Background: an optimization exercise with open tools, aiming at small area and a short achievable clock period. Do not read the settings as production practice. Function was checked by simulation only, so behaviour that the tests miss may differ from the original.

==> design.v <==
`timescale 1ns / 1ps
(*use_dsp="yes"*)module test_dsp  #(parameter width_in1=26,parameter width_in2=14,parameter width_out=40)(
    input clk_i,
    input signed [width_in1:0] a_i,
    input signed [width_in2:0] b_i,
    input signed [width_out:0] pd_pattern1,
    output  signed [width_out:0] c_o,
    output reg ones_o
);
reg signed [width_out:0] ab;
reg [width_in1:0] a_reg;
reg [width_in2:0] b_reg;
reg [width_out:0] pd_pattern;
  reg [width_out:0] pd_patternn;
wire [width_out:0]mask;
assign mask = 43'b0;
always @(posedge clk_i) begin
a_reg<= a_i;
b_reg<=b_i;
pd_pattern <= pd_pattern1;
end
always @(posedge clk_i) begin
    ab <= a_reg * b_reg;  
  pd_patternn<=pd_pattern;
  if ( ab == (pd_patternn | mask))begin
        ones_o <= 1'b1;  
    end else begin
        ones_o <= 1'b0;  
    end
end
assign c_o = ab;  
endmodule
==> run.sh <==
#!/bin/bash
# synth_recipe.tcl (not shown) runs the flow's synth.tcl, then flattens the netlist and writes it again
# the make line also repeats each setting of config.mk as NAME=value (left out here)
make -C /OpenROAD-flow-scripts/flow DESIGN_CONFIG=/design/flow/config.mk WORK_HOME=/design/flow/orfs CLKGATE_MAP_FILE= SYNTH_SCRIPT=/design/flow/synth_recipe.tcl finish
==> config.mk <==
export PLATFORM = sky130hd
export DESIGN_NAME = test_dsp
export DESIGN_NICKNAME = test_dsp
export VERILOG_FILES = /design/flow/design.v
export SDC_FILE = /design/flow/constraint.sdc
export NUM_CORES = 4
export LEC_CHECK = 0
export CAP_MARGIN = 20
export CORE_MARGIN = 2
export CORE_UTILIZATION = 40
export SLEW_MARGIN = 20
==> constraint.sdc <==
create_clock -name core_clock -period 6.5 [get_ports {clk_i}]
set_input_delay 1.3000 -clock core_clock [delete_from_list [all_inputs] [get_ports {clk_i}]]
set_output_delay 1.3000 -clock core_clock [all_outputs]
set_load 0.01 [all_outputs]
==> results.txt <==
==> routing by layer <==
| layer | vias to the layer above | GRT usage, % | part of all wire (%) |
|---|---|---|---|
| li1 | 5306 | - | - |
| met1 | 5993 | 23.4 | 40 |
| met2 | 239 | 36.2 | 54 |
| met3 | 80 | 3.08 | 3.7 |
| met4 | 0 | 7.14 | 2.9 |
| met5 | - | 0 | 0 |
==> logic make-up after synthesis <==
family,Yosys count
buffers and inverters,415
flip-flops,166
AO/OA/AOI/OAI,125
adder cells (fa/ha/maj),424
AND/OR/NAND/NOR,515
XOR/XNOR,80
==> path summary, 6_finish.rpt <==
path	startpoint	slack (ns)	endpoint	cells after the start
worst min-delay path	pd_pattern[20]$_DFF_P_	0.32	pd_patternn[20]$_DFF_P_	0
worst max register to register	a_reg[9]$_DFF_P_	0.31	ab[36]$_DFF_P_	19
worst min register to register	pd_pattern[20]$_DFF_P_	0.32	pd_patternn[20]$_DFF_P_	0
worst max-delay path	a_reg[9]$_DFF_P_	0.31	ab[36]$_DFF_P_	19
==> final cells by class <==
type                       instances  area share (%)
inverter                         340            6.66
tap                              532            3.48
antenna                            1          0.0131
clock buffer                      19            2.31
multi-input combinational       1144            62.0
clock inverter                    12           0.745
sequential                       166            17.4
timing repair buffer             148            7.43
==> cells in the mapped netlist (all sizes together), types with 2 or more instances <==
| master | count | area [sq um] |
|---|---|---|
| fa | 322 | 6450 |
| nand2 | 213 | 802 |
| ha | 102 | 1280 |
| a221oi | 2 | 23.8 |
| nand3 | 8 | 40.0 |
| nor3 | 7 | 35.0 |
| a31oi | 6 | 37.5 |
| buf | 5 | 25.0 |
| clkbuf | 70 | 263 |
| nand2b | 3 | 26.3 |
| nor4 | 9 | 56.3 |
| a21o | 20 | 150 |
| o21bai | 4 | 30.0 |
| xor2 | 51 | 447 |
| and2 | 229 | 1440 |
| a211oi | 2 | 15.0 |
| a21boi | 3 | 22.5 |
| o21ai | 24 | 128 |
| a21oi | 43 | 223 |
| and3 | 5 | 36.3 |
| o211ai | 5 | 42.5 |
| nor2 | 21 | 78.8 |
| o2111ai | 2 | 17.5 |
| dfxtp | 166 | 3320 |
| xnor2 | 29 | 254 |
| inv | 340 | 1280 |
| nand4 | 12 | 75.1 |
| o21a | 6 | 45.0 |
| nor2b | 3 | 18.8 |
==> worst reg2reg max path, cell delays in order (launching register included) <==
cell and delay, ns:
dfxtp_1 0.75, nand2_1 0.17, fa_1 0.53, fa_1 0.52, inv_1 0.06, fa_1 0.56
fa_1 0.43, fa_1 0.56, inv_1 0.08, fa_1 0.48, inv_1 0.04, ha_1 0.39
nand2_1 0.13, nor2_1 0.18, o2111ai_1 0.28, a311oi_1 0.39, buf_4 0.19, nor2_1 0.06
o21ai_1 0.16, xor2_1 0.15
==> what timing repair did <==
| action | in CTS | in global routing |
|---|---|---|
| resized for setup | 0 | 5 |
| buffers inserted | 0 | 0 |
| hold endpoints to repair | 0 | 0 |
| endpoints found under the setup margin | 0 | 13 |
==> per-stage QoR <==
stage	std cells	util [%]
4_1_cts	2361	46.6
3_3_place_gp	2330	45.1
5_1_grt	2361	46.6
3_5_place_dp	2330	45.1
2_1_floorplan	1725	-
6_report	2362	46.6
==> key figures <==
Run status
  • Status: finished clean

Placed design
  • Final HPWL DP: 33600 um
  • Port bufs: 125
  • Pre-CTS setup slack: 0.131 ns
  • Routability cong.: 0.858
  • Area after DPL: 18600 sq um

Detailed routing
  • DR vias/cell: 4.92
  • Final wirelength: 41300 um
  • DRC: 0
  • Mean routed wirelength per cell: 17.5 um
  • Vias: 11600
  • 1st-pass router iterations: 5
  • 1st-iter DRT viols: 530
  • Final ANT Viol Nets: 0

Finish
  • Nets: 2325
  • Area occupied by multi-input gates: 11900 sq um
  • Fill cell count: 3938
  • Most common cell after layout, fill and taps aside: inv_1
  • Commonest non-fill, non-tap cells in the layout: inv_1 (340), fa_1 (322), and2_1 (227)
  • Sequential cell area: 3330 sq um
  • Final instance area: 19200 sq um
  • Area growth from synthesis to layout: 14.3%
  • Share of cells above drive strength 1: 3.83%
  • Regs by FF count: ab: 41 flops, pd_pattern: 41 flops, pd_patternn: 41 flops

Timing
  • Final worst slack: 0.311 ns
  • Max Fclk: 162 MHz
  • Tmin final: 6.19 ns
  • Final setup TNS: 0 ns
  • Slew headroom: 51.2%
  • Setup violations, final: 0
  • Unrepaired setup endpoints after global routing: false
  • Clock Skew: 0.0255 ns
  • Worst hold slack: 0.323 ns
  • Fin. Hold Viols: 0
  • Worst-Margin Slew: 0.731 ns
  • Final Max Slew Viols: 0
  • Final worst-path cycle share: 95.2%

Setup path
  • Most used cell, CP: fa_1
  • Worst Path Max Fanout: 15
  • CP endpoint kind: flop
  • Slowest stage cell, crit path: dfxtp_1
  • CP peak stage delay: 0.75 ns
  • Setup crit start kind: flop
  • WP data arrival: 6.57 ns
  • Crit path kind: flop to flop
  • Critical path, cell by cell: nand2_1, fa_1, fa_1, inv_1, fa_1, fa_1, fa_1, inv_1, fa_1, inv_1, ha_1, nand2_1, nor2_1, o2111ai_1, a311oi_1, buf_4, nor2_1, o21ai_1, xor2_1
  • Delay-heaviest family, CP: adder cells
  • Critical Path RT: 6.89 ns
  • WP buf/inv: 4

Run
  • Maxcap violations: 0

Floorplanning
  • Placement Rows: 74
  • Core Area: 41100 sq um
  • Die Ht: 209 um
  • Die area: 43500 sq um
  • DIE WIDTH: 209 um
  • Top Ports: 126
  • Initial core utilization: 40.8%

Synth
  • Post-Synthesis Cells: 1725
  • Simple-gate portion of the synthesized area: 15.8%
  • Main synth FF type: dfxtp_1
  • Mapped Nets: 2233
  • Synth warn: 1
  • Syn_area_per_cell: 9.71 sq um
  • Post-synthesis compound-gate area fraction: 4.80%
  • Number of enable flip-flop cells after synthesis: 0
  • Multiplexer share of the synthesized area: 0%
  • Cell Area, Synth: 16800 sq um
  • Post-Synth XOR/XNOR Area: 4.18%
  • Largest family of logic cells by synthesized area: adder cells
  • Yosys reg bits: 166
  • Post-synth cell types: 52
  • Synth Area in Adders: 46.1%
  • Register area share after synthesis: 19.8%
  • Ys async rst share: 0%

Clock tree
  • CTS hold repair buffers: 0
  • Clock slew at reported path FFs: 0.08 ns
  • TritonCTS Buffers: 17
  • CTS Sinks: 166
  • Root buffer cell: clkbuf_16
  • Worst-skew pair later-pin latency: 0.47 ns
  • Maximum clock insertion buffer count: 2
  • CTS tree: done
  • H-tree depth: 4

Global routing
  • Total GRT Usage: 19.8%
  • Vias in the first global route: 12900
  • Initial antenna violation count: 1
  • GR Overflow Total: 0
  • Largest net degree at the start of global routing: 28
  • First-pass GRT wire length: 66700 um

Hold path
  • Min-Delay Path Class: flop to flop

afterwards: timing with drivers on the ports:
In the flow no input, the clock included, has a driving cell. The finished layout below was timed again as built, in two steps.
Step 1 sets driving cells, clkbuf_16 on the clock port and buf_2 on the other inputs (assumed; they add their load-dependent delay and slew).
Step 2 also shifts input and output timing later by t, the mid clock arrival at the registers, as if the neighbouring blocks saw the same clock.
Three values: ideal, step 1, step 2; two values: the first two.
shift t [ns]: 0.510
setup slack, ns: 0.311 / 0.311 / 0.311
hold WS [ns]: 0.323 / 0.323 / 0.323
worst slew at a driven data input, ns: 0.07
After both steps this run still meets setup and hold. The setup slack of this run moves by 0.000 ns with the drivers and by 0.000 ns with both steps.
